Context: an optimization exercise on an open-source flow, tuned for small area, a short achievable clock period and few clock cycles per item. The choices shown serve that exercise and are no tape-out recipe. RTL that was checked went through simulation tests only; none was proved equivalent to the original. The RTL of runs 5 to 8 was laid out without a check of its function.

[flow/config.mk]
export PLATFORM = sky130hd
export DESIGN_NAME = divider
export DESIGN_NICKNAME = divider
export VERILOG_FILES = /design/flow/design.v
export SDC_FILE = /design/flow/constraint.sdc
export NUM_CORES = 4
export LEC_CHECK = 0
export ABC_AREA = 1
export CAP_MARGIN = 20
export CORE_MARGIN = 2
export CORE_UTILIZATION = 40
export PLACE_DENSITY = 0.6
export SETUP_SLACK_MARGIN = 2.4
export SLEW_MARGIN = 20
export BUFFER_PORTS_ARGS = -buffer_cell sky130_fd_sc_hd__buf_1
[flow/constraint.sdc]
create_clock -name core_clock -period 5.0 [get_ports {clk}]
set_input_delay 1.0000 -clock core_clock [delete_from_list [all_inputs] [get_ports {clk}]]
set_output_delay 1.0000 -clock core_clock [all_outputs]
set_load 0.01 [all_outputs]
[flow/design.v]
module divider(quotient, remainder, done, divisor, dividend, start, clk, rst);
    output reg [31:0] quotient, remainder;
    input [31:0] divisor, dividend;
    input start, clk, rst;
    output done;
    reg        busy, align;
    reg [4:0]  za_r;     
    reg [4:0]  sh;       
    reg [31:0] B;        
    function [4:0] lzc;
        input [31:0] x;
        reg [15:0] v0; reg [15:0] z0;
        reg [7:0]  v1; reg [15:0] z1;
        reg [3:0]  v2; reg [11:0] z2;
        reg [1:0]  v3; reg [7:0]  z3;
        integer i;
        begin
            for (i = 0; i < 16; i = i + 1) begin
                v0[i] = x[2*i+1] | x[2*i];
                z0[i] = ~x[2*i+1];
            end
            for (i = 0; i < 8; i = i + 1) begin
                v1[i] = v0[2*i+1] | v0[2*i];
                z1[2*i +: 2] = v0[2*i+1] ? {1'b0, z0[2*i+1]} : {1'b1, z0[2*i]};
            end
            for (i = 0; i < 4; i = i + 1) begin
                v2[i] = v1[2*i+1] | v1[2*i];
                z2[3*i +: 3] = v1[2*i+1] ? {1'b0, z1[4*i+2 +: 2]} : {1'b1, z1[4*i +: 2]};
            end
            for (i = 0; i < 2; i = i + 1) begin
                v3[i] = v2[2*i+1] | v2[2*i];
                z3[4*i +: 4] = v2[2*i+1] ? {1'b0, z2[6*i+3 +: 3]} : {1'b1, z2[6*i +: 3]};
            end
            lzc = v3[1] ? {1'b0, z3[7:4]} : {1'b1, z3[3:0]};
        end
    endfunction
    function [31:0] smear;
        input [31:0] x;
        integer i;
        begin
            smear = x;
            for (i = 1; i < 32; i = i * 2)
                smear = smear | (smear >> i);
        end
    endfunction
    wire quick = (|(divisor & ~smear(dividend))) | ~(|divisor);
    wire [4:0] s = sh - za_r;
    wire [31:0] B1 = s[0] ? {B[30:0], 1'b0} : B;
    wire [31:0] B2 = s[1] ? {B1[29:0], 2'b0} : B1;
    wire [31:0] B4 = s[2] ? {B2[27:0], 4'b0} : B2;
    wire [31:0] B8 = s[3] ? {B4[23:0], 8'b0} : B4;
    wire [31:0] Ba = s[4] ? {B8[15:0], 16'b0} : B8;
    wire [32:0] diff = {1'b0, remainder} - {1'b0, B};
    wire        qbit = ~diff[32];
    assign done = ~busy;
    always_ff @(posedge clk, negedge rst) begin
        if (~rst) begin
            busy <= 1'b0;
            align <= 1'b0;
        end else if (busy) begin
            align <= 1'b0;
            busy <= align | (sh != 5'd0);
        end else begin
            busy <= start & ~quick;
            align <= start & ~quick;
        end
    end
    always_ff @(posedge clk) begin
        if (busy) begin
            if (align) begin
                B <= Ba;
                sh <= s;
            end else begin
                B <= B >> 1;
                sh <= sh - 5'd1;
                quotient <= {quotient[30:0], qbit};
                if (qbit) remainder <= diff[31:0];
            end
        end else begin
            B <= divisor;
            sh <= lzc(divisor);
            za_r <= lzc(dividend);
            if (start) begin
                quotient <= 32'd0;
                remainder <= dividend;
            end
        end
    end
endmodule
[flow/flow/run.sh]
#!/bin/bash
# Own layout flow: the standard synthesis unchanged, then the standard ORFS
# steps with a few extra ORFS settings (flow/extra.mk) appended to config.mk
# after synthesis, so that synthesis is exactly the standard flow's.
set -euo pipefail
here="$(pwd)"
bash standard.sh synth > "$here/log_synth.txt" 2>&1
cat flow/extra.mk >> config.mk
bash standard.sh > "$here/log_layout.txt" 2>&1
[flow/flow/extra.mk]
export BUFFER_PORTS_ARGS = -buffer_cell sky130_fd_sc_hd__buf_1
[flow/standard.sh]
#!/bin/bash
# synth_recipe.tcl (not shown) runs the flow's synth.tcl, then flattens the netlist and writes it again
# the make line also repeats each setting of config.mk as NAME=value (left out here)
make -C /OpenROAD-flow-scripts/flow DESIGN_CONFIG=/design/flow/config.mk WORK_HOME=/design/flow/orfs CLKGATE_MAP_FILE= SYNTH_SCRIPT=/design/flow/synth_recipe.tcl "${@:-finish}"
==> results of run 1 <==
==> layer usage <==
layer / share of wire / wire length [microns] / up-vias
li1: - / - / 4823
met1: 0.42 / 14800 / 4659
met2: 0.45 / 15700 / 475
met3: 0.078 / 2710 / 103
met4: 0.047 / 1620 / 0
met5: 0 / 0 / -
==> final timing paths <==
| path | to | startpoint | cells past startpoint |
|---|---|---|---|
| worst max-delay path | remainder[14]$_DFFE_PP_ | B[3]$_DFF_P_ | 12 |
| worst min-delay path | align$_DFF_PN0_ | rst | 1 |
| worst max register to register | remainder[14]$_DFFE_PP_ | B[3]$_DFF_P_ | 12 |
| worst min register to register | B[13]$_DFF_P_ | B[14]$_DFF_P_ | 2 |
| max in group asynchronous | busy$_DFF_PN0_ | rst | 1 |
| min in group core_clock | B[13]$_DFF_P_ | B[14]$_DFF_P_ | 2 |
==> sequential cells by signal, indices dropped and copies added, names as in the netlist <==
| register | count |
|---|---|
| sh | 5 |
| align | 1 |
| B | 32 |
| remainder | 32 |
| quotient | 32 |
| busy | 1 |
| za_r | 5 |
==> per-stage QoR <==
step                std cells  hold slack [ns]  worst slack (ns)  utilization
detailed placement       1758            0.474              2.04        0.436
global route             1785            0.415              2.30        0.463
global placement         1758            0.484              2.09        0.436
finish                   1785            0.411              2.43        0.463
floorplan                1381            0.442              2.46            -
CTS                      1779            0.420              2.40        0.453
==> placed cells by master (no fill, tap or decap), types with 3 or more instances in the layout <==
master	netlist	routed
o22ai_1	19	19
inv_1	205	202
clkinvlp_4	0	4
clkbuf_16	0	9
o21ai_2	2	4
or2_1	9	9
o21ai_1	20	20
nor2_4	3	4
o21ai_0	100	97
dfxtp_1	35	34
nor2_2	2	4
nand4_1	16	16
ha_1	38	30
buf_4	5	12
inv_8	0	3
nand2_1	391	389
nor3_1	13	11
nand2_4	2	4
inv_6	0	4
nand3b_1	15	15
o211ai_1	42	42
o31ai_1	3	3
ha_4	0	8
xnor2_1	13	13
mux2i_1	11	9
inv_2	5	5
a31oi_1	8	8
nor2_1	102	99
buf_1	6	131
o221ai_1	10	10
a21oi_1	60	60
or2_2	11	11
nand3_1	107	107
edfxtp_1	71	71
==> what timing repair did <==
action | CTS | global route
pin swaps | 1 | 2
setup buffers | 3 | 6
endpoints found under the setup margin | 64 | 65
hold buffers | 0 | 0
gates resized for setup | 12 | 35
gates cloned | 2 | 0
==> kinds of logic after synthesis <==
| family | after synthesis | synth area share |
|---|---|---|
| AND/OR/NAND/NOR | 675 | 0.314 |
| AO/OA/AOI/OAI | 273 | 0.173 |
| buffers and inverters | 259 | 0.116 |
| flip-flops | 108 | 0.314 |
| adder cells (fa/ha/maj) | 40 | 0.0561 |
| XOR/XNOR | 15 | 0.0159 |
| multiplexers | 11 | 0.0120 |
==> cell type report <==
type | count | area, sq um
clock buffer | 10 | 229
clock inverter | 6 | 55.1
fill | 2395 | 12100
inverter | 212 | 817
multi-input combinational | 1015 | 5450
sequential | 108 | 2890
tap | 285 | 357
timing repair buffer | 148 | 653
timing repair inverter | 1 | 7.51
==> critical path: stages, from the launching register on <==
cell and delay (ns):
dfxtp_1 0.31, inv_1 0.11, ha_1 0.39, a21oi_1 0.31, o21ai_4 0.13, buf_4 0.16, nand2_1 0.05, nand2_1 0.11
nand2_1 0.10, nand2_1 0.16, or2_2 0.32, nand3_1 0.06, o21ai_0 0.09
==> results.tsv, run 1 <==
metric	value	unit
status	no timing/DRC/antenna violations	
hold_class	in2async	
synth_most_common_cell	nand2_1	
diodes	0	
synth.net_count	1488	
setup_viol	0	
syn_area	9190	sq um
drive_gt1_frac	0.0607	
min_period_over_period	0.515	
place_area	9840	sq um
tightest_slew	0.952	ns
yosysTopAreaCell	edfxtp_1	
ys_ff_latch	108	
grt_pass1_vias	9372	
track_usage	0.283	
cts_root_buf	clkbuf_16	
cp.arrival	2.66	ns
critPathMaxFanout	5	
synth_edf_count	71	
viasPerCell	5.64	
worstSkewPairLatency	0.37	ns
grt_use_met2	0.453	
reg2reg_slack	2.43	ns
die_w	156	microns
htree_levels	3	
rsz0062_at_grt	true	
first_iter_violations	1513	
maxSlewViolCount	0	
syn_inst	1381	
yosys-top-cells-area	edfxtp_1 23%, nand2_1 16%, inv_1 8.4%, dfxtp_1 7.6%, nand3_1 5.8%	
path_class	reg2reg	
port_buffers	131	
period_needed	2.57	ns
finalInstanceArea	10500	sq um
clock_path_buffers	2	
ys_types	50	
crit_required	5.09	ns
drt-total-wl	34.8	mm
ant_nets	0	
vias	10060	
clock-sinks	108	
yosys-top-cells-count	391 x nand2_1, 205 x inv_1, 107 x nand3_1	
cts_buffers	9	
synth_top_cell_area_share	0.232	
antenna_found_initial	0	
area_growth	13.7	%
asyncSetResetFlopFracSynth	0.0185	
std_cell_rows	55	
setup_tns	0	ns
drc	0	
io_pins	132	
synth_area_per_cell	6.66	sq um
top_usage_layer	met2	
use_met3	0.0381	
clk_pin_slew	0.08	ns
hpwl	26.9	mm
wire_per_inst	19.5	microns
die_height	156	microns
fin_worst_skew	0.00878	ns
maxSlewHeadroom	0.366	
ys.flop_type	edfxtp_1	
seq_area_frac_synth	0.314	
ys_warn_count	1	
gp_congestion	0.981	
dieArea	24200	sq um
grt_overflow_total	0	
grt_pass1_wl	52.0	mm
start_util	0.407	
use_met1	0.384	
drv_cap	0	
endpoint_kind	register	
hold_violations	0	
first_pass_iters	7	
cp-start-kind	register	
core	22600	sq um
nets	1602	
cts_tree	done	
fmax	0.389	GHz
grt_max_degree	85	
Testbench counts, summed over its fixed seeds: cycles 15,180, items 2,048.
==> run 2, diff against run 1 <==
--- a/flow/config.mk
+++ b/flow/config.mk
@@ -11,5 +11,5 @@
 export CORE_UTILIZATION = 40
 export PLACE_DENSITY = 0.6
-export SETUP_SLACK_MARGIN = 2.4
+export SETUP_SLACK_MARGIN = 2.5
 export SLEW_MARGIN = 20
 export BUFFER_PORTS_ARGS = -buffer_cell sky130_fd_sc_hd__buf_1
==> run 2 against run 1 <==
Effect of this change:
- setup slack improved by 0.081 ns
- sequential share of layout area fell by 0.64 points
- sequential cell count did not move
- hold slack got worse by 0.020 ns
- still clean
- first-iteration DRC count fell by 4.5%
==> results.tsv, run 2 <==
metric	value	unit	change
maxSlewViolCount	0		unchanged
maxSlewHeadroom	0.350		was 0.366
wire_per_inst	19.8	microns	was 19.5 microns
nets	1615		was 1602
vias	10203		was 10060
gp_congestion	0.975		was 0.981
ys_warn_count	1		unchanged
antenna_found_initial	0		unchanged
tightest_slew	0.975	ns	was 0.952 ns
clock_path_buffers	2		unchanged
track_usage	0.283		about the same
port_buffers	131		unchanged
fillers	2377		was 2395
drive_gt1_frac	0.0800		was 0.0607
diodes	0		unchanged
dpl.cell_count	1759		was 1758
ys_types	50		unchanged
critPathMaxFanout	7		was 5
die_w	156	microns	unchanged
rsz0062_at_grt	true		unchanged
synthMuxAreaShare	0.0120		unchanged
area_growth	16.5	%	was 13.7%
grt_pass1_vias	9172		was 9372
synth_edf_count	71		unchanged
viasPerCell	5.67		was 5.64
endpoint_kind	register		unchanged
worstSkewPairLatency	0.38	ns	was 0.37 ns
ys_ff_latch	108		unchanged
htree_levels	3		unchanged
clock-sinks	108		unchanged
grt_pass1_wl	51.9	mm	was 52.0 mm
std_cell_rows	55		unchanged
yosysTopAreaCell	edfxtp_1		unchanged
drv_cap	0		unchanged
synth.net_count	1488		unchanged
synth_area_per_cell	6.66	sq um	unchanged
ant_nets	0		unchanged
grt_max_degree	83		was 85
stdcell_count	1798		was 1785
cts_buffers	9		unchanged
synth_top_family_by_area	simple AND/OR/NAND/NOR gates		unchanged
use_met1	0.394		was 0.384
hold_class	in2async		unchanged
yosys-top-cells-count	391 x nand2_1, 205 x inv_1, 107 x nand3_1		unchanged
dieArea	24200	sq um	unchanged
hpwl	27.1	mm	was 26.9 mm
fin_worst_skew	0.0137	ns	was 0.00878 ns
synth-simple-area-share	0.314		unchanged
seq_area_frac_synth	0.314		unchanged
hold_violations	0		unchanged
syn_inst	1381		unchanged
cts_root_buf	clkbuf_16		unchanged
synth_top_cell_area_share	0.232		unchanged
asyncSetResetFlopFracSynth	0.0185		unchanged
path_class	reg2reg		unchanged
die_height	156	microns	unchanged
setup_tns	0	ns	unchanged
cts_tree	done		unchanged
grt_use_met2	0.447		was 0.453
min_period_over_period	0.498		was 0.515
synth_most_common_cell	nand2_1		unchanged
syn_area	9190	sq um	unchanged
synthAdderAreaFrac	0.0561		unchanged
fin_hold_ws	0.391	ns	was 0.411 ns
cp-start-kind	register		unchanged
mostFrequentLayoutCells	384 x nand2_1, 202 x inv_1, 131 x buf_1		was 389 x nand2_1, 202 x inv_1, 131 x buf_1
setup_viol	0		unchanged
clk_pin_slew	0.09	ns	was 0.08 ns
ys.flop_type	edfxtp_1		unchanged
grt_overflow_total	0		unchanged
period_needed	2.49	ns	was 2.57 ns
synth-compound-area-share	0.173		unchanged
io_pins	132		unchanged
cp.arrival	2.64	ns	was 2.66 ns
first_pass_iters	6		was 7
hold_buffers	0		unchanged
start_util	0.407		unchanged
yosys-top-cells-area	edfxtp_1 23%, nand2_1 16%, inv_1 8.4%, dfxtp_1 7.6%, nand3_1 5.8%		unchanged
drc	0		unchanged
top_usage_layer	met2		unchanged
largestRegisters	B (32), quotient (32), remainder (32)		unchanged
core	22600	sq um	unchanged
fmax	0.401	GHz	was 0.389 GHz
synth_xor_area_frac	0.0159		unchanged
layout_commonest_cell	nand2_1		unchanged
first_iter_violations	1445		was 1513
use_met3	0.0283		was 0.0381
crit_required	5.15	ns	was 5.09 ns
status	no timing/DRC/antenna violations		unchanged
drt-total-wl	35.5	mm	was 34.8 mm
finish.utilization	0.475		was 0.463
[run 2: layout make-up]
cell class / instances / area [sq um] / share of cell area
repair buffers: 159 / 783 / 0.0731
clock buffers: 9 / 225 / 0.0210
inverters: 212 / 822 / 0.0768
repair inverters: 2 / 16.3 / 0.00152
multi-input cells: 1016 / 5550 / 0.518
clock inverters: 7 / 67.6 / 0.00631
flip-flops and latches: 108 / 2890 / 0.270
well taps: 285 / 357 / 0.0333
[run 2: path summary, 6_finish.rpt]
path	slack, ns	start	cells past startpoint	to
worst max-delay path	2.51	za_r[0]$_DFFE_PN_	13	B[31]$_DFFE_PP_
max in group asynchronous	4.46	rst	1	busy$_DFF_PN0_
worst min register to register	0.50	B[12]$_DFF_P_	2	B[11]$_DFF_P_
worst max register to register	2.51	za_r[0]$_DFFE_PN_	13	B[31]$_DFFE_PP_
min in group core_clock	0.50	B[12]$_DFF_P_	2	B[11]$_DFF_P_
worst min-delay path	0.39	rst	1	busy$_DFF_PN0_
[run 2: critical path, stage by stage (launching register included)]
cell and delay [ns]:
edfxtp_1 0.43, ha_4 0.18, inv_2 0.05, fa_2 0.52, buf_6 0.17, buf_6 0.12
buf_12 0.14, or2_4 0.23, nand3_2 0.07, nand2_2 0.06, nand2_2 0.06, nand3b_1 0.08
nand3_1 0.08, nand2_1 0.05
[run 2: cells by family (layout without fill, tap and decap cells)]
kind of cell | count (synthesis) | after routing
compound gates | 273 | 273
xor+xnor | 15 | 15
fa+ha+maj | 40 | 40
buf+inv | 259 | 389
flops | 108 | 108
mux | 11 | 11
simple gates | 675 | 677
[run 2: repair_timing]
item                       4_1_cts  5_1_grt
pin swaps                        2       13
setup buffers                    4       14
setup endpoints to repair       67       68
gates resized for setup         17       69
gates cloned                     3        2
[run 2: stage by stage]
stage | worst slack (ns) | cell area (sq um)
finish | 2.51 | 10700
global route | 2.45 | 10700
CTS | 2.44 | 10300
detailed placement | 2.13 | 9850
global placement | 2.13 | 9850
floorplan | 2.63 | 9200
[run 2: routing by layer]
layer | wire length (microns) | part of all wire | up-vias
met4 | 1590 | 0.045 | 0
met1 | 14900 | 0.42 | 4706
li1 | - | - | 4856
met2 | 16100 | 0.45 | 533
met3 | 2970 | 0.084 | 108
met5 | 0 | 0 | -
==> run 3, diff against run 2 <==
--- a/flow/config.mk
+++ b/flow/config.mk
@@ -11,5 +11,5 @@
 export CORE_UTILIZATION = 40
 export PLACE_DENSITY = 0.6
-export SETUP_SLACK_MARGIN = 2.5
+export SETUP_SLACK_MARGIN = 2.6
 export SLEW_MARGIN = 20
 export BUFFER_PORTS_ARGS = -buffer_cell sky130_fd_sc_hd__buf_1
==> run 3 against run 2 <==
Effect of this change:
- sequential cell count stayed put
- first-iteration DRC count is 2.1% lower
- highest routed layer unchanged
- synthesized cell count stayed put
- clock skew hardly changed
- sequential share of layout area is 0.52 points lower
- maximum frequency is 5.5% higher
- critical path depth is 2 lower
- still clean on timing, DRC and antenna
- critical path type unchanged
- core utilization is 0.95 points higher
==> results.tsv, run 3 <==
metric	value	unit	change
endpoint_kind	register		unchanged
cp.arrival	2.50	ns	was 2.64 ns
largestRegisters	B (32), quotient (32), remainder (32)		unchanged
track_usage	0.287		was 0.283
vias	10245		was 10203
drc	0		unchanged
die_w	156	microns	unchanged
drv_cap	0		unchanged
area_growth	18.8	%	was 16.5%
syn_inst	1381		unchanged
diodes	0		unchanged
io_pins	132		unchanged
setup_tns	0	ns	unchanged
yosys-top-cells-count	391 x nand2_1, 205 x inv_1, 107 x nand3_1		unchanged
grt_pass1_wl	52.7	mm	was 51.9 mm
crit_required	5.13	ns	was 5.15 ns
path_class	reg2reg		unchanged
status	no timing/DRC/antenna violations		unchanged
drt-total-wl	35.6	mm	was 35.5 mm
cts_root_buf	clkbuf_16		unchanged
setup_viol	0		unchanged
viasPerCell	5.68		was 5.67
hold_class	in2async		unchanged
first_pass_iters	6		unchanged
yosys-top-cells-area	edfxtp_1 23%, nand2_1 16%, inv_1 8.4%, dfxtp_1 7.6%, nand3_1 5.8%		unchanged
nets	1622		was 1615
clk_pin_slew	0.09	ns	about the same
ys.flop_type	edfxtp_1		unchanged
cp-start-kind	register		unchanged
synth_most_common_cell	nand2_1		unchanged
cts_buffers	9		unchanged
antenna_found_initial	0		unchanged
wire_per_inst	19.7	microns	was 19.8 microns
place_area	9850	sq um	unchanged
grt_max_degree	83		unchanged
min_period_over_period	0.472		was 0.498
critPathMaxFanout	14		was 7
seq_area_frac_synth	0.314		unchanged
clock_path_buffers	2		unchanged
fin_worst_skew	0.0137	ns	about the same
period_needed	2.36	ns	was 2.49 ns
yosysTopAreaCell	edfxtp_1		unchanged
first_iter_violations	1414		was 1445
cts_tree	done		unchanged
maxSlewHeadroom	0.328		was 0.350
fmax	0.424	GHz	was 0.401 GHz
tightest_slew	1.01	ns	was 0.975 ns
rsz0062_at_grt	true		unchanged
mostFrequentLayoutCells	381 x nand2_1, 200 x inv_1, 131 x buf_1		was 384 x nand2_1, 202 x inv_1, 131 x buf_1
core	22600	sq um	unchanged
asyncSetResetFlopFracSynth	0.0185		unchanged
finalInstanceArea	10900	sq um	was 10700 sq um
start_util	0.407		unchanged
hold_violations	0		unchanged
ys_ff_latch	108		unchanged
ys_warn_count	1		unchanged
layout_commonest_cell	nand2_1		unchanged
grt_pass1_vias	9245		was 9172
gp_congestion	0.975		unchanged
syn_area	9190	sq um	unchanged
std_cell_rows	55		unchanged
worstSkewPairLatency	0.38	ns	about the same
drive_gt1_frac	0.102		was 0.0800
grt_overflow_total	0		unchanged
hpwl	27.1	mm	unchanged
synth.net_count	1488		unchanged
synth_top_cell_area_share	0.232		unchanged
ys_types	50		unchanged
synth_edf_count	71		unchanged
die_height	156	microns	unchanged
port_buffers	131		unchanged
dieArea	24200	sq um	unchanged
htree_levels	3		unchanged
ant_nets	0		unchanged
synth_area_per_cell	6.66	sq um	unchanged
clock-sinks	108		unchanged
fillers	2356		was 2377
maxSlewViolCount	0		unchanged
-- run 3: changes by cell type in the layout (fill, tap and decap cells not counted), moves of 3 or more --
cell     delta
nor2_1      -5
o21ai_1     +5
ha_1       -13
or2_2       -5
buf_6       -3
ha_4        +6
ha_2        +7
o21ai_0     -6
nand2_1     -3
buf_4      +10
inv_8       +3
inv_6       -3
or2_4       +5
nor2_2      +5
-- run 3: stage by stage --
step,setup WS [ns],instances,utilization,hold slack (ns)
3_5_place_dp,2.13,1759,0.436,0.475
3_3_place_gp,2.13,1759,0.436,0.478
6_report,2.64,1805,0.484,0.393
5_1_grt,2.54,1805,0.484,0.403
2_1_floorplan,2.63,1381,-,0.442
4_1_cts,2.55,1790,0.465,0.391
-- run 3: repair_timing --
| item | 4_1_cts | 5_1_grt |
|---|---|---|
| resized for setup | 44 | 88 |
| setup endpoints to repair | 68 | 77 |
| pin swaps | 10 | 21 |
| gates cloned | 5 | 0 |
| setup buffers | 10 | 15 |
| hold buffers | 0 | 0 |
-- run 3: area by class of cell --
class                      count  area, sq um  share of cell area
tap                          285          357              0.0326
multi-input combinational   1017         5740               0.525
clock inverter                 7         67.6             0.00618
clock buffer                   9          225              0.0206
inverter                     212          823              0.0754
timing repair inverter         2         23.8             0.00218
sequential                   108         2890               0.264
timing repair buffer         165          805              0.0736
-- run 3: critical path, stage by stage, from the launching register on --
cell and delay, ns:
dfxtp_1 0.31, inv_2 0.06, ha_2 0.16, inv_2 0.04, fa_2 0.60, buf_6 0.14, inv_8 0.07, or2_2 0.31
o211ai_1 0.11, o211ai_1 0.14, nand3_1 0.10, nand3b_1 0.09
-- run 3: per-layer routing --
layer | GRT usage | share of wire
met5 | 0 | 0
met4 | 0.138 | 0.048
met3 | 0.0256 | 0.080
met2 | 0.452 | 0.45
met1 | 0.398 | 0.42
-- run 3: logic make-up (layout without fill, tap and decap cells) --
family | after synthesis | after routing | share of synthesized area
fa+ha+maj | 40 | 40 | 0.0561
flops | 108 | 108 | 0.314
compound gates | 273 | 273 | 0.173
simple gates | 675 | 678 | 0.314
mux | 11 | 11 | 0.0120
buf+inv | 259 | 395 | 0.116
xor+xnor | 15 | 15 | 0.0159
-- run 3: worst paths after layout --
kind / startpoint / to / slack, ns / depth (start not counted)
worst min register to register: B[12]$_DFF_P_ / B[11]$_DFF_P_ / 0.50 / 2
worst max register to register: sh[0]$_DFF_P_ / B[30]$_DFFE_PP_ / 2.64 / 11
min in group core_clock: B[12]$_DFF_P_ / B[11]$_DFF_P_ / 0.50 / 2
worst max-delay path: sh[0]$_DFF_P_ / B[30]$_DFFE_PP_ / 2.64 / 11
max in group asynchronous: rst / busy$_DFF_PN0_ / 4.46 / 1
worst min-delay path: rst / align$_DFF_PN0_ / 0.39 / 1
==> run 4, diff against run 3 <==
--- a/flow/config.mk
+++ b/flow/config.mk
@@ -9,6 +9,7 @@
 export CAP_MARGIN = 20
 export CORE_MARGIN = 2
-export CORE_UTILIZATION = 40
-export PLACE_DENSITY = 0.6
+export CORE_UTILIZATION = 60
+export CTS_BUF_LIST = sky130_fd_sc_hd__clkbuf_8
+export PLACE_DENSITY = 0.7
 export SETUP_SLACK_MARGIN = 2.6
 export SLEW_MARGIN = 20
==> run 4 against run 3 <==
Effect of this change:
- design area fell by 1.0%
- global-route usage rose by 12 points
- sequential share of layout area rose by 0.29 points
- setup slack got worse by 0.061 ns
- maximum frequency is 2.5% lower
- non-clock buffer count up 1
- first-iteration DRC count rose by 6.7%
==> results.tsv, run 4 <==
metric	value	unit	change
status	no timing/DRC/antenna violations		unchanged
drc	0		unchanged
r2r-start	sh[0]$_DFF_P_		unchanged
first_iter_violations	1509		was 1414
path_class	reg2reg		unchanged
track_usage	0.405		was 0.287
viasPerCell	6.18		was 5.68
layout_commonest_cell	nand2_1		unchanged
regArea	2890	sq um	about the same
drive_gt1_frac	0.110		was 0.102
critPathMaxFanout	7		was 14
finalInstanceArea	10800	sq um	was 10900 sq um
nets	1624		was 1622
reg2reg_slack	2.58	ns	was 2.64 ns
clk_pin_slew	0.12	ns	was 0.09 ns
fmax	0.413	GHz	was 0.424 GHz
synth_top_cell_area_share	0.232		unchanged
yosys-top-cells-area	edfxtp_1 23%, nand2_1 16%, inv_1 8.4%, dfxtp_1 7.6%, nand3_1 5.8%		unchanged
ant_nets	0		unchanged
htree_levels	3		unchanged
grt_max_degree	85		was 83
maxSlewHeadroom	0.433		was 0.328
drv_cap	0		unchanged
dieArea	16300	sq um	was 24200 sq um
crit_required	5.36	ns	was 5.13 ns
gp_congestion	1.01		was 0.975
drt-total-wl	34.1	mm	was 35.6 mm
maxSlewViolCount	0		unchanged
multi_input_area	5770	sq um	was 5740 sq um
area_growth	17.6	%	was 18.8%
std_cell_rows	45		was 55
yosysTopAreaCell	edfxtp_1		unchanged
first_pass_iters	6		unchanged
reg2reg_depth	10		was 11
hpwl	25.0	mm	was 27.1 mm
endpoint_kind	register		unchanged
fillers	1290		was 2356
ys_types	50		unchanged
worstSkewPairLatency	0.41	ns	was 0.38 ns
die_height	128	microns	was 156 microns
synth_area_per_cell	6.66	sq um	unchanged
cts_root_buf	clkbuf_8		was clkbuf_16
setup_viol	0		unchanged
syn_inst	1381		unchanged
clock-sinks	108		unchanged
cp.arrival	2.78	ns	was 2.50 ns
place_area	9730	sq um	was 9850 sq um
diodes	0		unchanged
start_util	0.609		was 0.407
ys.flop_type	edfxtp_1		unchanged
seq_area_frac_synth	0.314		unchanged
period_needed	2.42	ns	was 2.36 ns
core	15100	sq um	was 22600 sq um
ys_ff_latch	108		unchanged
syn_area	9190	sq um	unchanged
synth_most_common_cell	nand2_1		unchanged
vias	10564		was 10245
rsz0062_at_grt	true		unchanged
min_period_over_period	0.484		was 0.472
fin_worst_skew	0.0192	ns	was 0.0137 ns
largestRegisters	B (32), quotient (32), remainder (32)		unchanged
startpoint	sh[0]$_DFF_P_		unchanged
grt_pass1_wl	50.5	mm	was 52.7 mm
port_buffers	131		unchanged
hold_violations	0		unchanged
cts_tree	done		unchanged
ys_warn_count	1		unchanged
antenna_found_initial	0		unchanged
asyncSetResetFlopFracSynth	0.0185		unchanged
synth_edf_count	71		unchanged
clock_path_buffers	2		unchanged
mostFrequentLayoutCells	380 x nand2_1, 197 x inv_1, 131 x buf_1		was 381 x nand2_1, 200 x inv_1, 131 x buf_1
fin_hold_ws	0.385	ns	was 0.393 ns
cp-start-kind	register		unchanged
cts_buffers	9		unchanged
die_w	128	microns	was 156 microns
hold_class	in2async		unchanged
synth.net_count	1488		unchanged
tightest_slew	0.843	ns	was 1.01 ns
hold_buffers	0		unchanged
rr_endpoint	B[26]$_DFF_P_		was B[30]$_DFFE_PP_
yosys-top-cells-count	391 x nand2_1, 205 x inv_1, 107 x nand3_1		unchanged
setup_tns	0	ns	unchanged
grt_overflow_total	0		unchanged
io_pins	132		unchanged
grt_pass1_vias	9568		was 9245
wire_per_inst	20.0	microns	was 19.7 microns
## run 4: cell families (layout without fill, tap and decap cells)
| group | count (synthesis) | after routing | share of synthesized area |
|---|---|---|---|
| and+or+nand+nor | 675 | 678 | 0.314 |
| xor gates and xnor gates | 15 | 15 | 0.0159 |
| DFF | 108 | 108 | 0.314 |
| AOI/OAI and AO/OA | 273 | 273 | 0.173 |
| buffers and inverters | 259 | 397 | 0.116 |
| muxes | 11 | 11 | 0.0120 |
| adders and majority gates | 40 | 40 | 0.0561 |
## run 4: per-layer routing
layer  wire length [microns]  part of all wire  GRT usage  vias to the layer above
met4                    2140             0.063      0.204                        0
met5                       0                 0          0                        -
met1                   13000              0.38      0.524                     4835
met2                   15500              0.45      0.667                      699
met3                    3490              0.10     0.0547                      155
li1                        -                 -          -                     4875
## run 4: worst max path at each step
stage	to	depth (start not counted)
after floorplan	B[30]$_DFFE_PP_	12
after global placement	B[6]$_DFF_P_	10
after detailed placement	B[6]$_DFF_P_	10
after CTS	remainder[16]$_DFFE_PP_	13
after global routing	B[30]$_DFFE_PP_	13
final	B[26]$_DFF_P_	10
## run 4: final cells by class
class                   instances  share of cell area
repair buffers                166              0.0812
clock inverters                 7             0.00717
clock buffers                   9              0.0115
multi-input cells            1017               0.533
inverters                     212              0.0760
well taps                     188              0.0217
repair inverters                3             0.00208
flip-flops and latches        108               0.267
## run 4: what timing repair did
action,CTS,global route
gates resized for setup,36,105
cloned,7,2
buffers inserted,15,8
setup endpoints to repair,70,93
pin swaps,4,25
## run 4: critical path: stages, from the launching register on
cell and delay [ns]:
dfxtp_2 0.33, inv_2 0.07, ha_4 0.13, inv_2 0.04, fa_2 0.75, inv_4 0.12
mux2i_2 0.19, or2_2 0.31, o211ai_1 0.11, nand3_1 0.19, nand3b_1 0.14
## run 4: stage by stage
step / util / instances / worst slack, ns
2_1_floorplan: - / 1381 / 2.63
3_3_place_gp: 0.645 / 1662 / 2.16
3_5_place_dp: 0.645 / 1662 / 2.13
4_1_cts: 0.680 / 1700 / 2.57
5_1_grt: 0.717 / 1710 / 2.52
6_report: 0.717 / 1710 / 2.58
==> run 5, diff against run 4 <==
--- a/flow/design.v
+++ b/flow/design.v
@@ -35,14 +35,17 @@
         end
     endfunction
-    function [31:0] smear;
-        input [31:0] x;
+    wire [4:0] za = lzc(dividend);
+    wire [4:0] zb = lzc(divisor);
+    function gt5;
+        input [4:0] x, y;
+        reg [4:0] g, e;
         integer i;
         begin
-            smear = x;
-            for (i = 1; i < 32; i = i * 2)
-                smear = smear | (smear >> i);
+            g = x & ~y;
+            e = ~(x ^ y);
+            gt5 = g[4] | (e[4] & (g[3] | (e[3] & (g[2] | (e[2] & (g[1] | (e[1] & g[0])))))));
         end
     endfunction
-    wire quick = (|(divisor & ~smear(dividend))) | ~(|divisor);
+    wire quick = gt5(za, zb) | ~(|divisor);
     wire [4:0] s = sh - za_r;
     wire [31:0] B1 = s[0] ? {B[30:0], 1'b0} : B;
@@ -79,6 +82,6 @@
         end else begin
             B <= divisor;
-            sh <= lzc(divisor);
-            za_r <= lzc(dividend);
+            sh <= zb;
+            za_r <= za;
             if (start) begin
                 quotient <= 32'd0;
--- a/flow/config.mk
+++ b/flow/config.mk
@@ -9,8 +9,7 @@
 export CAP_MARGIN = 20
 export CORE_MARGIN = 2
-export CORE_UTILIZATION = 60
-export CTS_BUF_LIST = sky130_fd_sc_hd__clkbuf_8
-export PLACE_DENSITY = 0.7
-export SETUP_SLACK_MARGIN = 2.6
+export CORE_UTILIZATION = 40
+export PLACE_DENSITY = 0.6
+export SETUP_SLACK_MARGIN = 2.2
 export SLEW_MARGIN = 20
 export BUFFER_PORTS_ARGS = -buffer_cell sky130_fd_sc_hd__buf_1
==> run 5 against run 4 <==
Effect of this change:
- clock skew decreased by 0.0059 ns
- cell count decreased by 6.0%
- critical endpoint is now B[9]$_DFF_P_
==> results.tsv, run 5 <==
metric	value	unit	change
vias	8665		was 10564
first_pass_iters	5		was 6
place_ws	1.64	ns	was 2.13 ns
grt_pass1_wl	45.1	mm	was 50.5 mm
synth_edf_count	71		unchanged
hold_class	in2async		unchanged
status	no timing/DRC/antenna violations		unchanged
clock-sinks	108		unchanged
dieArea	22400	sq um	was 16300 sq um
wire_per_inst	18.3	microns	was 20.0 microns
crit_required	5.26	ns	was 5.36 ns
drv_cap	0		unchanged
cts_root_buf	clkbuf_16		was clkbuf_8
clk_pin_slew	0.08	ns	was 0.12 ns
fin_worst_skew	0.0133	ns	was 0.0192 ns
drive_gt1_frac	0.0870		was 0.110
yosys-top-cells-count	314 x nand2_1, 156 x inv_1, 100 x nor2_1		was 391 x nand2_1, 205 x inv_1, 107 x nand3_1
worstSkewPairLatency	0.38	ns	was 0.41 ns
start_util	0.406		was 0.609
cts_tree	done		unchanged
cp.arrival	2.93	ns	was 2.78 ns
maxSlewHeadroom	0.538		was 0.433
io_pins	132		unchanged
synth_area_per_cell	7.04	sq um	was 6.66 sq um
grt_overflow_total	0		unchanged
critPathMaxFanout	14		was 7
finalWorstSetupSlack	2.33	ns	was 2.58 ns
synth_most_common_cell	nand2_1		unchanged
tightest_slew	0.693	ns	was 0.843 ns
min_period_over_period	0.533		was 0.484
core	20900	sq um	was 15100 sq um
layout_commonest_cell	nand2_1		unchanged
setup_viol	0		unchanged
grt_pass1_vias	8078		was 9568
gp_congestion	0.943		was 1.01
synth.net_count	1316		was 1488
htree_levels	3		unchanged
period_needed	2.67	ns	was 2.42 ns
std_cell_rows	53		was 45
ys.flop_type	edfxtp_1		unchanged
hold_buffers	0		unchanged
largestRegisters	B (32), quotient (32), remainder (32)		unchanged
synth_top_cell_area_share	0.251		was 0.232
die_w	150	microns	was 128 microns
diodes	0		unchanged
hold_violations	0		unchanged
maxSlewViolCount	0		unchanged
area_growth	16.2	%	was 17.6%
finalInstanceArea	9860	sq um	was 10800 sq um
syn_area	8490	sq um	was 9190 sq um
drt-total-wl	29.4	mm	was 34.1 mm
rsz0062_at_grt	true		unchanged
ant_nets	0		unchanged
syn_inst	1205		was 1381
mostFrequentLayoutCells	312 x nand2_1, 155 x inv_1, 130 x buf_1		was 380 x nand2_1, 197 x inv_1, 131 x buf_1
endpoint_kind	register		unchanged
ys_warn_count	1		unchanged
setup_tns	0	ns	unchanged
hpwl	21.9	mm	was 25.0 mm
drc	0		unchanged
port_buffers	131		unchanged
cp-start-kind	register		unchanged
place_area	9180	sq um	was 9730 sq um
fmax	0.375	GHz	was 0.413 GHz
nets	1439		was 1624
ys_types	56		was 50
clock_path_buffers	2		unchanged
track_usage	0.262		was 0.405
yosys-top-cells-area	edfxtp_1 25%, nand2_1 14%, dfxtp_1 8.3%, inv_1 6.9%, ha_1 6.2%		was edfxtp_1 23%, nand2_1 16%, inv_1 8.4%, dfxtp_1 7.6%, nand3_1 5.8%
fillers	2170		was 1290
cts_buffers	9		unchanged
path_class	reg2reg		unchanged
viasPerCell	5.39		was 6.18
grt_max_degree	86		was 85
antenna_found_initial	0		unchanged
asyncSetResetFlopFracSynth	0.0185		unchanged
first_iter_violations	755		was 1509
seq_area_frac_synth	0.340		was 0.314
ys_ff_latch	108		unchanged
die_height	150	microns	was 128 microns
yosysTopAreaCell	edfxtp_1		unchanged
-- run 5: cell types whose count changed after synthesis, sizes merged, moves of 11 or more --
cell,change
nand2,-77
nand3,-57
inv,-39
o211ai,-34
o21ai,+28
nand4,-15
o21bai,+13
xor2,+13
nand3b,-11
-- run 5: cell families after synthesis --
family,after synthesis,synth area share
AND/OR/NAND/NOR,506,0.248
AO/OA/AOI/OAI,296,0.206
buffers and inverters,217,0.102
flip-flops,108,0.340
adder cells (fa/ha/maj),44,0.0666
XOR/XNOR,19,0.0196
multiplexers,15,0.0178
-- run 5: critical path, stage by stage (launching register included) --
cell and delay (ns):
dfxtp_1 0.32, inv_2 0.08, ha_1 0.16, inv_1 0.06, fa_2 0.71, buf_12 0.19
nand2_1 0.06, o21ai_1 0.15, mux2i_1 0.16, o21ai_1 0.30, o22ai_1 0.11, mux2_2 0.26
-- run 5: worst paths after layout --
path	from	slack, ns	depth (start not counted)	endpoint
min in group core_clock	B[22]$_DFF_P_	0.53	2	B[21]$_DFF_P_
min	rst	0.40	1	align$_DFF_PN0_
max	sh[0]$_DFF_P_	2.33	11	B[9]$_DFF_P_
min reg2reg	B[22]$_DFF_P_	0.53	2	B[21]$_DFF_P_
max reg2reg	sh[0]$_DFF_P_	2.33	11	B[9]$_DFF_P_
max in group asynchronous	rst	4.46	1	busy$_DFF_PN0_
-- run 5: routing by layer --
metal,track usage,part of all wire
met3,0.0463,0.068
met1,0.367,0.45
met2,0.409,0.45
met5,0,0
met4,0.0873,0.026
-- run 5: layout make-up --
class                           count  area, sq um  area share
Clock buffer                        9          225      0.0228
Clock inverter                      7         57.6     0.00583
Inverter                          172          653      0.0662
Multi-Input combinational cell    881         4940       0.501
Sequential cell                   108         2880       0.292
Tap cell                          275          344      0.0349
Timing Repair Buffer              154          748      0.0758
Timing Repair inverter              2         11.3     0.00114
-- run 5: metrics by stage --
step | hold slack, ns | util | instances
floorplan | 0.462 | - | 1205
CTS | 0.395 | 0.458 | 1595
global placement | 0.494 | 0.439 | 1573
global route | 0.407 | 0.472 | 1608
finish | 0.404 | 0.472 | 1608
detailed placement | 0.494 | 0.439 | 1573
-- run 5: what timing repair did --
item | in CTS | in global routing
pin swaps | 2 | 7
gates cloned | 1 | 3
buffers inserted | 5 | 10
resized for setup | 7 | 49
endpoints found under the setup margin | 36 | 54
==> run 6, diff against run 5 <==
--- a/flow/config.mk
+++ b/flow/config.mk
@@ -11,5 +11,5 @@
 export CORE_UTILIZATION = 40
 export PLACE_DENSITY = 0.6
-export SETUP_SLACK_MARGIN = 2.2
+export SETUP_SLACK_MARGIN = 2.6
 export SLEW_MARGIN = 20
 export BUFFER_PORTS_ARGS = -buffer_cell sky130_fd_sc_hd__buf_1
==> run 6 against run 5 <==
Effect of this change:
- sequential cell count stayed put
- sequential share of layout area fell by 4.3 points
- setup slack improved by 0.099 ns
==> results.tsv, run 6 <==
metric	value	unit	change
syn_inst	1205		unchanged
crit_required	5.25	ns	was 5.26 ns
cts_tree	done		unchanged
first_pass_iters	5		unchanged
core	20900	sq um	unchanged
drc	0		unchanged
viasPerCell	5.45		was 5.39
die_height	150	microns	unchanged
grt_overflow_total	0		unchanged
use_met1	0.385		was 0.367
fin_hold_ws	0.420	ns	was 0.404 ns
start_util	0.406		unchanged
grt_max_degree	86		unchanged
top_usage_layer	met2		unchanged
io_pins	132		unchanged
worstSkewPairLatency	0.38	ns	about the same
hpwl	22.3	mm	was 21.9 mm
tightest_slew	0.708	ns	was 0.693 ns
fin_worst_skew	0.0117	ns	was 0.0133 ns
mostFrequentLayoutCells	279 x nand2_1, 138 x inv_1, 117 x buf_1		was 312 x nand2_1, 155 x inv_1, 130 x buf_1
first_iter_violations	906		was 755
maxSlewHeadroom	0.528		was 0.538
hold_violations	0		unchanged
ys_types	56		unchanged
asyncSetResetFlopFracSynth	0.0185		unchanged
hold_buffers	0		unchanged
use_met3	0.0378		was 0.0463
hold_class	in2async		unchanged
synth_most_common_cell	nand2_1		unchanged
cp_slowest_stage_delay	0.52	ns	was 0.71 ns
ant_nets	0		unchanged
synth_area_per_cell	7.04	sq um	unchanged
finish.utilization	0.557		was 0.472
critPathMaxFanout	7		was 14
grt_use_met2	0.449		was 0.409
nets	1520		was 1439
stdcell_count	1689		was 1608
cp-start-kind	register		unchanged
cp.arrival	2.82	ns	was 2.93 ns
min_period_over_period	0.513		was 0.533
die_w	150	microns	unchanged
dieArea	22400	sq um	unchanged
slowest_stage	fa_2		unchanged
dpl.cell_count	1574		was 1573
htree_levels	3		unchanged
yosysTopAreaCell	edfxtp_1		unchanged
rsz0062_at_grt	true		unchanged
largestRegisters	B (32), quotient (32), remainder (32)		unchanged
grt_pass1_vias	8688		was 8078
synth_top_cell_area_share	0.251		unchanged
fillers	1997		was 2170
setup_viol	0		unchanged
endpoint_kind	register		unchanged
wire_per_inst	18.7	microns	was 18.3 microns
setup_tns	0	ns	unchanged
antenna_found_initial	0		unchanged
synthAdderAreaFrac	0.0666		unchanged
clock-sinks	108		unchanged
synth-simple-area-share	0.248		unchanged
syn_area	8490	sq um	unchanged
period_needed	2.57	ns	was 2.67 ns
area_growth	37.0	%	was 16.2%
std_cell_rows	53		unchanged
ys_ff_latch	108		unchanged
fmax	0.390	GHz	was 0.375 GHz
cp_top_family	adder cells		unchanged
grt_pass1_wl	48.0	mm	was 45.1 mm
cts_buffers	9		unchanged
path_class	reg2reg		unchanged
layout_commonest_cell	nand2_1		unchanged
drive_gt1_frac	0.265		was 0.0870
drv_cap	0		unchanged
clk_pin_slew	0.09	ns	was 0.08 ns
seq_area_frac_synth	0.340		unchanged
synth-compound-area-share	0.206		unchanged
track_usage	0.280		was 0.262
cts_root_buf	clkbuf_16		unchanged
clock_path_buffers	2		unchanged
drt-total-wl	31.5	mm	was 29.4 mm
path_cells	ha_4 > inv_2 > fa_2 > buf_12 > buf_12 > o21a_1 > nand2_1 > nand2_1 > mux2i_1 > buf_4 > nor2_2 > a21oi_2 > o21ai_1		was inv_2 > ha_1 > inv_1 > fa_2 > buf_12 > nand2_1 > o21ai_1 > mux2i_1 > o21ai_1 > o22ai_1 > mux2_2
synth_xor_area_frac	0.0196		unchanged
port_buffers	131		unchanged
synth.net_count	1316		unchanged
ys.flop_type	edfxtp_1		unchanged
yosys-top-cells-area	edfxtp_1 25%, nand2_1 14%, dfxtp_1 8.3%, inv_1 6.9%, ha_1 6.2%		unchanged
status	no timing/DRC/antenna violations		unchanged
crit_buf_inv	4		was 3
ys_warn_count	1		unchanged
synth_edf_count	71		unchanged
diodes	0		unchanged
synth_top_family_by_area	simple AND/OR/NAND/NOR gates		unchanged
synthMuxAreaShare	0.0178		unchanged
yosys-top-cells-count	314 x nand2_1, 156 x inv_1, 100 x nor2_1		unchanged
maxSlewViolCount	0		unchanged
vias	9197		was 8665
gp_congestion	0.928		was 0.943
-- run 6: cell counts after synthesis --
No cell type changed its count.
-- run 6: layer usage --
layer,part of all wire,up-vias,routed length (microns)
li1,-,4444,-
met1,0.44,4293,13800
met2,0.47,388,14800
met3,0.064,72,2010
met4,0.031,0,973
met5,0,-,0
-- run 6: stage by stage --
stage                     cell area, sq um  setup slack (ns)
final                                11600              2.43
after global routing                 11600              2.34
after CTS                            10700              2.47
after detailed placement              9240              1.73
after global placement                9240              1.82
after floorplan                       8550              2.32
-- run 6: final timing paths --
kind	from	end	slack [ns]	cells past startpoint
max	za_r[0]$_DFFE_PN_	B[15]$_DFF_P_	2.43	13
min	rst	align$_DFF_PN0_	0.42	1
max reg2reg	za_r[0]$_DFFE_PN_	B[15]$_DFF_P_	2.43	13
min reg2reg	B[19]$_DFF_P_	B[18]$_DFF_P_	0.51	2
max in group asynchronous	rst	busy$_DFF_PN0_	4.42	1
min in group core_clock	B[19]$_DFF_P_	B[18]$_DFF_P_	0.51	2
-- run 6: area by class of cell --
cell class / instances / area (sq um) / area share
clock buffer: 9 / 225 / 0.0194
clock inverter: 7 / 76.3 / 0.00657
inverter: 172 / 674 / 0.0580
multi-input combinational: 881 / 5860 / 0.504
sequential: 108 / 2900 / 0.250
tap: 275 / 344 / 0.0296
timing repair buffer: 235 / 1530 / 0.132
timing repair inverter: 2 / 17.5 / 0.00151
-- run 6: timing repair --
| item | CTS | global route |
|---|---|---|
| gates cloned | 4 | 1 |
| gates resized for setup | 141 | 173 |
| setup buffers | 53 | 41 |
| endpoints found under the setup margin | 80 | 113 |
| pin swaps | 35 | 53 |
-- run 6: logic make-up after synthesis --
| logic type | Yosys count |
|---|---|
| AND/OR/NAND/NOR | 506 |
| AO/OA/AOI/OAI | 296 |
| buffers and inverters | 217 |
| flip-flops | 108 |
| adder cells (fa/ha/maj) | 44 |
| XOR/XNOR | 19 |
| multiplexers | 15 |
==> run 7, diff against run 6 <==
--- a/flow/config.mk
+++ b/flow/config.mk
@@ -11,5 +11,5 @@
 export CORE_UTILIZATION = 40
 export PLACE_DENSITY = 0.6
-export SETUP_SLACK_MARGIN = 2.6
+export SETUP_SLACK_MARGIN = 2.4
 export SLEW_MARGIN = 20
 export BUFFER_PORTS_ARGS = -buffer_cell sky130_fd_sc_hd__buf_1
==> run 7 against run 6 <==
Effect of this change:
- clock skew down 0.0050 ns
- register-to-register slack worse by 0.03 ns
- routed wire length down 4.6%
- sequential share of layout area up 2.3 points
- hold slack better by 0.0049 ns
- design area down 8.9%
- still clean
- setup slack worse by 0.031 ns
- cell count down 3.1%
==> results.tsv, run 7 <==
metric	value	unit	change
status	no timing/DRC/antenna violations		unchanged
area_growth	24.8	%	was 37.0%
drv_cap	0		unchanged
cp-start-kind	register		unchanged
wl_met2	13.5	mm	was 14.8 mm
stdcell_count	1636		was 1689
worstSkewPairLatency	0.37	ns	was 0.38 ns
layout_commonest_cell	nand2_1		unchanged
top_layer_used	met4		unchanged
slowest_stage	dfxtp_1		was fa_2
core	20900	sq um	unchanged
yosys-top-cells-area	edfxtp_1 25%, nand2_1 14%, dfxtp_1 8.3%, inv_1 6.9%, ha_1 6.2%		unchanged
first_pass_iters	5		unchanged
cts_tree	done		unchanged
ys_ff_latch	108		unchanged
drc	0		unchanged
nets	1467		was 1520
mostFrequentLayoutCells	303 x nand2_1, 145 x inv_1, 126 x buf_1		was 279 x nand2_1, 138 x inv_1, 117 x buf_1
syn_inst	1205		unchanged
path_cells	inv_1 > ha_4 > nand4_1 > nor3_2 > nand3_1 > nand3_2 > nand2_2 > nand2_2 > nand2_2 > nand2_2 > a21boi_4 > buf_12 > o21ai_4 > buf_4		was ha_4 > inv_2 > fa_2 > buf_12 > buf_12 > o21a_1 > nand2_1 > nand2_1 > mux2i_1 > buf_4 > nor2_2 > a21oi_2 > o21ai_1
setup_viol	0		unchanged
track_usage	0.263		was 0.280
cp.arrival	2.68	ns	was 2.82 ns
wire_per_inst	18.4	microns	was 18.7 microns
synth_edf_count	71		unchanged
start_util	0.406		unchanged
dieArea	22400	sq um	unchanged
crit_required	5.08	ns	was 5.25 ns
synth_most_common_cell	nand2_1		unchanged
period_needed	2.60	ns	was 2.57 ns
die_w	150	microns	unchanged
hpwl	22.0	mm	was 22.3 mm
grt_pass1_vias	8250		was 8688
fmax	0.385	GHz	was 0.390 GHz
grt_overflow_total	0		unchanged
path_class	reg2reg		unchanged
hold_buffers	0		unchanged
rsz0062_at_grt	true		unchanged
critPathMaxFanout	4		was 7
grt_pass1_wl	45.2	mm	was 48.0 mm
wirelength_met1	13.3	mm	was 13.8 mm
finish.utilization	0.507		was 0.557
die_height	150	microns	unchanged
grt_max_degree	86		unchanged
place_ws	1.74	ns	was 1.73 ns
hold_violations	0		unchanged
dpl.cell_count	1573		was 1574
hold_class	in2async		unchanged
met3WireLength	2.01	mm	about the same
ant_nets	0		unchanged
maxSlewHeadroom	0.520		was 0.528
io_pins	132		unchanged
clock-sinks	108		unchanged
r2r-start	B[13]$_DFF_P_		was za_r[0]$_DFFE_PN_
drt-total-wl	30.1	mm	was 31.5 mm
gp_congestion	0.960		was 0.928
seq_area_frac_synth	0.340		unchanged
synth_top_cell_area_share	0.251		unchanged
clock_path_buffers	2		unchanged
min_period_over_period	0.519		was 0.513
asyncSetResetFlopFracSynth	0.0185		unchanged
cp_slowest_stage_delay	0.36	ns	was 0.52 ns
cts_buffers	9		unchanged
first_iter_violations	806		was 906
yosysTopAreaCell	edfxtp_1		unchanged
maxSlewViolCount	0		unchanged
htree_levels	3		unchanged
fin_worst_skew	0.00673	ns	was 0.0117 ns
viasPerCell	5.41		was 5.45
diodes	0		unchanged
antenna_found_initial	0		unchanged
startpoint	B[13]$_DFF_P_		was za_r[0]$_DFFE_PN_
port_buffers	131		unchanged
cts_root_buf	clkbuf_16		unchanged
reg2reg_slack	2.40	ns	was 2.43 ns
endpoint_kind	register		unchanged
setup_tns	0	ns	unchanged
yosys-top-cells-count	314 x nand2_1, 156 x inv_1, 100 x nor2_1		unchanged
synth.net_count	1316		unchanged
std_cell_rows	53		unchanged
syn_area	8490	sq um	unchanged
vias	8858		was 9197
ys_warn_count	1		unchanged
largestRegisters	B (32), quotient (32), remainder (32)		unchanged
tightest_slew	0.720	ns	was 0.708 ns
clk_pin_slew	0.08	ns	was 0.09 ns
ys.flop_type	edfxtp_1		unchanged
synth_area_per_cell	7.04	sq um	unchanged
finalWorstSetupSlack	2.40	ns	was 2.43 ns
drive_gt1_frac	0.151		was 0.265
ys_types	56		unchanged
reg2reg_depth	14		was 13
path_common_cell	nand2_2		
rr_endpoint	remainder[29]$_DFFE_PP_		was B[15]$_DFF_P_
-- run 7: cells by family after synthesis --
family	Yosys count	share of synthesized area
xor+xnor	19	0.0196
mux	15	0.0178
flops	108	0.340
buf+inv	217	0.102
simple gates	506	0.248
fa+ha+maj	44	0.0666
compound gates	296	0.206
-- run 7: final cells by class --
class | instances | area [sq um]
fill | 2126 | 10300
multi-input combinational | 881 | 5290
sequential | 108 | 2890
timing repair buffer | 183 | 1100
inverter | 172 | 679
tap | 275 | 344
clock buffer | 9 | 225
clock inverter | 7 | 57.6
timing repair inverter | 1 | 11.3
-- run 7: worst max-delay path by stage --
stage | end | slack [ns] | depth (start not counted)
2_1_floorplan | remainder[0]$_DFFE_PP_ | 2.32 | 12
6_report | remainder[29]$_DFFE_PP_ | 2.40 | 14
3_3_place_gp | remainder[8]$_DFFE_PP_ | 1.81 | 12
5_1_grt | remainder[25]$_DFFE_PP_ | 2.31 | 14
4_1_cts | B[31]$_DFFE_PP_ | 2.40 | 13
3_5_place_dp | remainder[9]$_DFFE_PP_ | 1.74 | 12
-- run 7: stage by stage --
stage,hold WS (ns),area (sq um)
global placement,0.506,9210
global route,0.423,10600
finish,0.425,10600
CTS,0.423,10100
detailed placement,0.516,9210
floorplan,0.462,8530
-- run 7: metal layers --
| layer | vias up | global-route usage |
|---|---|---|
| li1 | 4331 | - |
| met1 | 4069 | 0.361 |
| met2 | 382 | 0.410 |
| met3 | 76 | 0.0390 |
| met4 | 0 | 0.121 |
| met5 | - | 0 |
-- run 7: critical path, delay by kind of cell, from the launching register on --
| family | cells | cell delay [ns] |
|---|---|---|
| AO/OA/AOI/OAI | 2 | 0.28 |
| buffers and inverters | 3 | 0.44 |
| flip-flops | 1 | 0.36 |
| AND/OR/NAND/NOR | 8 | 0.93 |
| adder cells (fa/ha/maj) | 1 | 0.31 |
-- run 7: timing repair --
action	4_1_cts	5_1_grt
endpoints found under the setup margin	68	65
setup buffers	17	24
endpoints found under the hold margin	0	0
pin swaps	12	34
gates resized for setup	58	75
cloned	4	2
==> run 8, diff against run 7 <==
--- a/flow/config.mk
+++ b/flow/config.mk
@@ -11,5 +11,5 @@
 export CORE_UTILIZATION = 40
 export PLACE_DENSITY = 0.6
-export SETUP_SLACK_MARGIN = 2.4
+export SETUP_SLACK_MARGIN = 2.5
 export SLEW_MARGIN = 20
 export BUFFER_PORTS_ARGS = -buffer_cell sky130_fd_sc_hd__buf_1
==> run 8 against run 7 <==
Effect of this change:
- highest routed layer unchanged
- still clean
- area after synthesis unchanged
- maximum frequency decreased by 0.28%
==> results.tsv, run 8 <==
metric	value	unit	change
synthAdderAreaFrac	0.0666		unchanged
syn_inst	1205		unchanged
fin_hold_ws	0.421	ns	was 0.425 ns
syn_area	8490	sq um	unchanged
worstSkewPairLatency	0.38	ns	was 0.37 ns
status	no timing/DRC/antenna violations		unchanged
yosysTopAreaCell	edfxtp_1		unchanged
area_growth	31.3	%	was 24.8%
start_util	0.406		unchanged
layout_commonest_cell	nand2_1		unchanged
critPathMaxFanout	6		was 4
wire_per_inst	18.6	microns	was 18.4 microns
reg2reg_slack	2.40	ns	about the same
port_buffers	131		unchanged
crit_required	5.10	ns	was 5.08 ns
finish.utilization	0.533		was 0.507
diodes	0		unchanged
clk_pin_slew	0.09	ns	was 0.08 ns
period_needed	2.60	ns	about the same
gp_congestion	0.928		was 0.960
place_ws	1.73	ns	was 1.74 ns
ys_ff_latch	108		unchanged
die_height	150	microns	unchanged
tightest_slew	0.688	ns	was 0.720 ns
hold_class	in2async		unchanged
regArea	2900	sq um	was 2890 sq um
track_usage	0.276		was 0.263
synth-compound-area-share	0.206		unchanged
vias	9024		was 8858
die_w	150	microns	unchanged
hold_buffers	0		unchanged
drv_cap	0		unchanged
io_pins	132		unchanged
seq_area_frac_synth	0.340		unchanged
fmax	0.384	GHz	was 0.385 GHz
grt_overflow_total	0		unchanged
ant_nets	0		unchanged
std_cell_rows	53		unchanged
path_class	reg2reg		unchanged
synth-simple-area-share	0.248		unchanged
endpoint_kind	register		unchanged
multi_input_area	5610	sq um	was 5290 sq um
ys_types	56		unchanged
asyncSetResetFlopFracSynth	0.0185		unchanged
mostFrequentLayoutCells	293 x nand2_1, 141 x inv_1, 120 x buf_1		was 303 x nand2_1, 145 x inv_1, 126 x buf_1
grt_max_degree	86		unchanged
rr_endpoint	remainder[12]$_DFFE_PP_		was remainder[29]$_DFFE_PP_
fin_worst_skew	0.0114	ns	was 0.00673 ns
place_area	9240	sq um	was 9210 sq um
grt_pass1_vias	8507		was 8250
drive_gt1_frac	0.216		was 0.151
synth_top_cell_area_share	0.251		unchanged
first_pass_iters	5		unchanged
reg2reg_depth	14		unchanged
r2r-start	remainder[13]$_DFFE_PP_		was B[13]$_DFF_P_
cts_root_buf	clkbuf_16		unchanged
synth_top_family_by_area	simple AND/OR/NAND/NOR gates		unchanged
fillers	2059		was 2126
maxSlewViolCount	0		unchanged
first_iter_violations	916		was 806
synth.net_count	1316		unchanged
ys_warn_count	1		unchanged
grt_pass1_wl	47.2	mm	was 45.2 mm
drt-total-wl	30.9	mm	was 30.1 mm
largestRegisters	B (32), quotient (32), remainder (32)		unchanged
synth_xor_area_frac	0.0196		unchanged
drc	0		unchanged
maxSlewHeadroom	0.541		was 0.520
synthMuxAreaShare	0.0178		unchanged
synth_most_common_cell	nand2_1		unchanged
yosys-top-cells-count	314 x nand2_1, 156 x inv_1, 100 x nor2_1		unchanged
setup_viol	0		unchanged
synth_area_per_cell	7.04	sq um	unchanged
rsz0062_at_grt	true		unchanged
cts_tree	done		unchanged
clock_path_buffers	2		unchanged
synth_edf_count	71		unchanged
finalInstanceArea	11100	sq um	was 10600 sq um
yosys-top-cells-area	edfxtp_1 25%, nand2_1 14%, dfxtp_1 8.3%, inv_1 6.9%, ha_1 6.2%		unchanged
dieArea	22400	sq um	unchanged
finalWorstSetupSlack	2.40	ns	about the same
cp-start-kind	register		unchanged
core	20900	sq um	unchanged
cts_buffers	9		unchanged
antenna_found_initial	0		unchanged
nets	1491		was 1467
viasPerCell	5.44		was 5.41
cp.arrival	2.71	ns	was 2.68 ns
min_period_over_period	0.521		was 0.519
hold_violations	0		unchanged
htree_levels	3		unchanged
setup_tns	0	ns	unchanged
hpwl	22.3	mm	was 22.0 mm
ys.flop_type	edfxtp_1		unchanged
clock-sinks	108		unchanged
==> run 8: cell counts after synthesis <==
Identical to the previous run, type by type.
==> run 8: how the worst max path moves through the flow <==
stage	from	to	slack [ns]	cells after the start
after global routing	za_r[0]$_DFFE_PN_	B[15]$_DFF_P_	2.34	13
final	remainder[13]$_DFFE_PP_	remainder[12]$_DFFE_PP_	2.40	14
after floorplan	remainder[0]$_DFFE_PP_	remainder[0]$_DFFE_PP_	2.32	12
after detailed placement	B[8]$_DFF_P_	remainder[1]$_DFFE_PP_	1.73	13
after global placement	remainder[0]$_DFFE_PP_	remainder[8]$_DFFE_PP_	1.82	12
after CTS	za_r[0]$_DFFE_PN_	B[31]$_DFFE_PP_	2.46	12
==> run 8: cell type report <==
cell class,count,share of cell area
Sequential cell,108,0.260
Tap cell,275,0.0309
Timing Repair inverter,2,0.00135
Inverter,172,0.0599
Multi-Input combinational cell,881,0.504
Timing Repair Buffer,206,0.117
Clock inverter,7,0.00685
Clock buffer,9,0.0202
==> run 8: metal layers <==
metal | share of wire | global-route usage | vias to the layer above | routed length (microns)
li1 | - | - | 4380 | -
met1 | 0.45 | 0.383 | 4216 | 13800
met2 | 0.46 | 0.441 | 361 | 14300
met3 | 0.062 | 0.0360 | 67 | 1900
met4 | 0.028 | 0.0986 | 0 | 859
met5 | 0 | 0 | - | 0
==> run 8: what timing repair did <==
item | in CTS | in global routing
endpoints found under the setup margin | 74 | 70
gates cloned | 5 | 1
setup buffers | 42 | 22
pin swaps | 15 | 62
gates resized for setup | 104 | 135
==> run 8: metrics by stage <==
step                instances
floorplan                1205
global placement         1574
detailed placement       1574
CTS                      1637
global route             1660
finish                   1660
==> run 8: cell families after synthesis <==
| logic type | count (synthesis) |
|---|---|
| DFF | 108 |
| adders and majority gates | 44 |
| xor gates and xnor gates | 19 |
| and+or+nand+nor | 506 |
| buffers and inverters | 217 |
| AOI/OAI and AO/OA | 296 |
| muxes | 15 |
==> run 8: worst max-delay path, cell delays in order (launching register included) <==
cell and delay (ns):
edfxtp_1 0.46, ha_4 0.33, nand4_1 0.13, nor3_2 0.26
nand3_2 0.13, nand3_2 0.12, nand2_1 0.07, nand2_2 0.08
nand2_2 0.07, nand2_4 0.08, a21boi_4 0.07, buf_6 0.14
o21ai_4 0.14, buf_6 0.14, buf_16 0.12

-- re-timing with driven ports --
The results above use ideal ports. As a check the final layouts listed here were re-extracted and re-timed, cells and wires unchanged.
Step 1, drivers: a clkbuf_16 drives clk and a buf_2 each remaining input, both assumed.
Step 2, shift: input delay + t, output delay - t, t = (earliest + latest rising clock arrival at the registers) / 2. This alone moves slack from input paths to output paths.
a / b / c = no drivers / after step 1 / after step 2; a / b = the first two.
run	shift t [ns]	setup slack, ns	clock arrival spread, ns	worst data-port slew with drivers (ns)	cell pins on the clock port's net
run 1	0.417	2.427 / 2.427 / 2.190	0.012 / 0.011	0.06	1
run 2	0.418	2.508 / 2.508 / 2.221	0.014 / 0.014	0.08	1
run 3	0.415	2.639 / 2.606 / 2.302	0.014 / 0.013	0.07	1
run 4	0.441	2.578 / 2.565 / 2.297	0.020 / 0.019	0.05	1
run 5	0.413	2.335 / 2.335 / 1.954	0.015 / 0.015	0.05	1
run 6	0.415	2.434 / 2.434 / 2.130	0.012 / 0.011	0.06	1
run 7	0.412	2.404 / 2.404 / 2.108	0.007 / 0.007	0.05	1
run 8	0.414	2.396 / 2.396 / 2.077	0.011 / 0.011	0.07	1
After both steps every run listed still meets setup and hold. The setup slack of run 5, which loses most, moves by 0.000 ns with the drivers and by -0.381 ns with both steps.
